Source: an optimization exercise on an open RTL-to-GDS flow (aim: small area, a short achievable clock period and few clock cycles per item). Production flows keep margins and buffers that such runs may drop. Only simulation tests tie the RTL to the original design; equivalence was not proved. Power is estimated from default activity; no workload was simulated.

JK:
## md5_crack
module md5_crack(
  input clk,
  input reset_n,
  input start,               
  input [31:0] first,        
  input [127:0] target,      
  output done,               
  output found,              
  output [31:0] password     
    );
For scale: ~7200 cells after synthesis.
==> flow/config.mk <==
export PLATFORM = sky130hd
export DESIGN_NAME = md5_crack
export DESIGN_NICKNAME = md5_crack
export VERILOG_FILES = /design/flow/design.v
export SDC_FILE = /design/flow/constraint.sdc
export NUM_CORES = 4
export LEC_CHECK = 0
export CAP_MARGIN = 20
export CORE_MARGIN = 2
export CORE_UTILIZATION = 44
export CTS_CLUSTER_DIAMETER = 150
export CTS_CLUSTER_SIZE = 22
export SETUP_SLACK_MARGIN = 2.4
export SLEW_MARGIN = 20
==> flow/constraint.sdc <==
create_clock -name core_clock -period 5.0 [get_ports {clk}]
set_input_delay 1.0000 -clock core_clock [delete_from_list [all_inputs] [get_ports {clk}]]
set_output_delay 1.0000 -clock core_clock [all_outputs]
set_load 0.01 [all_outputs]
run.sh (not shown) runs the stock make flow with config.mk's settings and CLKGATE_MAP_FILE= SYNTH_SCRIPT=/design/flow/synth_recipe.tcl, a recipe that flattens the netlist after the stock synthesis.
Both conditions hold for JK: the flow ran to the end and the final layout passed the timing, design-rule and antenna checks.
Testbench counts of JK, summed over its fixed seeds: cycles 177,915, candidates 8,001.
[inputs] MS vs JK
- swapping 44 for 55 in CORE_UTILIZATION
--- outcome ---
Compared with JK, MS shows a placeable core area that is about 20% lower.
MS finished every step from synthesis to the final layout, and the layout passed the timing, design-rule and antenna checks.
For JK, the slowest stage cell on the critical path was sky130_fd_sc_hd__o31a_1, unlike MS, where it was sky130_fd_sc_hd__or4_1.
For MS, the destination of the critical timing path was g[0].dp.bA[31], unlike JK, where it was g[1].dp.bA[31].
Compared MS against JK; multi-input combinational gate total within noise.
From JK to MS the numbers moved as follows: sequential-to-total area share from yosys stat held steady, total routed wirelength shrank by 7.9%, leftover overflow at the end of global routing held steady, non-clock buffer count shrank by 89, number of buffers and inverters on the critical path grew by 1.
Re hold violation count in the final report: no difference whatsoever between MS and JK.
For die area, dividing the value from JK by the value from MS gives 1.2.
Number of antenna violations at the first check in global routing (higher): JK
MS vs JK, combinational power went down by about 6%.
Changes in AL relative to MS:
- ABC_AREA now 1, previously not set
Notes after the runs:
Going from MS to AL, number of non-clock buffers in the layout shrinks by 83.
The slew at the pin with the worst max-slew slack in AL was higher than what MS gave.
Both conditions hold for AL: the flow ran to the end and the final layout passed the timing, design-rule and antenna checks.
According to the power report, total power for AL is lower than for MS.
Required time at the worst-slack endpoint: AL vs MS down 190 ps
Changes in TR relative to AL:
- ABC_AREA: 1 -> unset
- SETUP_SLACK_MARGIN: 2.4 -> 2.5
Results
Going from AL to TR, share of the final layout cell area in sequential cells shrinks by 1.7 points.
Lower number of nets produced by synthesis goes to TR over AL.
Going from AL to TR, synthesized area went down, layout buffer count excluding clock buffers went up, buffers plus inverters on the worst setup path went down.
The following lists how PW was set up differently from TR:
- changing SETUP_SLACK_MARGIN from 2.5 to 2.4
- changing CORE_UTILIZATION from 55 to 48
- The routed length on met1 of PW exceeds that of TR by 800 µm.
- Share of the clock period used by the worst path on PW is down relative to TR.
- Comparing PW and TR, the higher final worst-path setup slack is on PW.
- Die boundary width: lower on TR
- When PW is set beside TR, its final critical path time including I/O delays and setup turns out to be 140 ps smaller.
- Leakage component of the power: PW and TR compared, lower one is PW
- PW: PASS, flow complete, no timing, DRC or antenna violations

========
## before
Starting RTL as in the previous note.
==> flow/design.v (excerpt) <==
module md5_crack(
  input clk,
  input reset_n,
  input start,               
  input [31:0] first,        
  input [127:0] target,      
  output done,               
  output found,              
  output [31:0] password     
    );
clock: 5.0 ns
lec_check: 0
cap_margin: 20
core_margin: 2
core_utilization: 55
cts_cluster_diameter: 150
cts_cluster_size: 22
setup_slack_margin: 2.35
slew_margin: 20
before finished every stage and its layout cleared the timing, design-rule and antenna checks.
Testbench counts of before, summed over its fixed seeds: cycles 177,915, candidates 8,001.
Edits applied to the flow inputs when going from before to after:
- CORE_UTILIZATION now 48, was 55
[summary]
- after completed end to end with timing, DRC and antenna clean.
- Looking at wire length across after and before, the one that comes out lower is before.
- Going from before to after, the insertion delay to the later sink of the worst-skew pair was found to have gone down by 0.02 ns.
- Max worst max-slew margin expressed relative to the limit across after and before: before
- Min hold slack across after and before: before
- Library cell contributing the largest single delay on the critical path = sky130_fd_sc_hd__or4_1: before; library cell contributing the largest single delay on the critical path = sky130_fd_sc_hd__or4_4: after
- The routed metal-1 wirelength in after sits about 1% above the value recorded for before.
- after — final worst-path cycle share 0.95 points lower, before as reference
- after leaves more setup margin than before.
- after vs. before: clock share of power neither gained nor lost much, power spent charging and discharging nets climbed about 0.8%.

-- re-timing with driven ports --
How much do the figures lean on ideal ports? The routed layouts below were timed once more, with nothing changed but the port constraints. Step 1 assumes that a clkbuf_16 drives the clock port and a buf_2 every other input. Step 2 also shifts input and output timing later by t, the mid clock arrival at the registers, as if the neighbouring blocks saw the same clock. Three values: ideal, step 1, step 2; two values: the first two.
run | t, ns | setup slack, ns | clock arrival spread, ns | cell pins on the clock port's net
JK | 0.860 | 2.310 / 2.310 / 1.786 | 0.044 / 0.044 | 1
MS | 0.825 | 2.279 / 2.279 / 1.818 | 0.059 / 0.058 | 1
AL | 0.843 | 2.321 / 2.321 / 1.693 | 0.056 / 0.057 | 1
TR | 0.839 | 2.190 / 2.190 / 1.725 | 0.052 / 0.051 | 1
PW | 0.828 | 2.325 / 2.325 / 1.737 | 0.042 / 0.042 | 1
before | 0.840 | 2.274 / 2.274 / 1.712 | 0.075 / 0.075 | 1
after | 0.843 | 2.322 / 2.322 / 1.626 | 0.045 / 0.045 | 1
After both steps setup and hold are still met in every run listed. The setup slack of after, which loses most, moves by 0.000 ns with the drivers and by -0.696 ns with both steps.
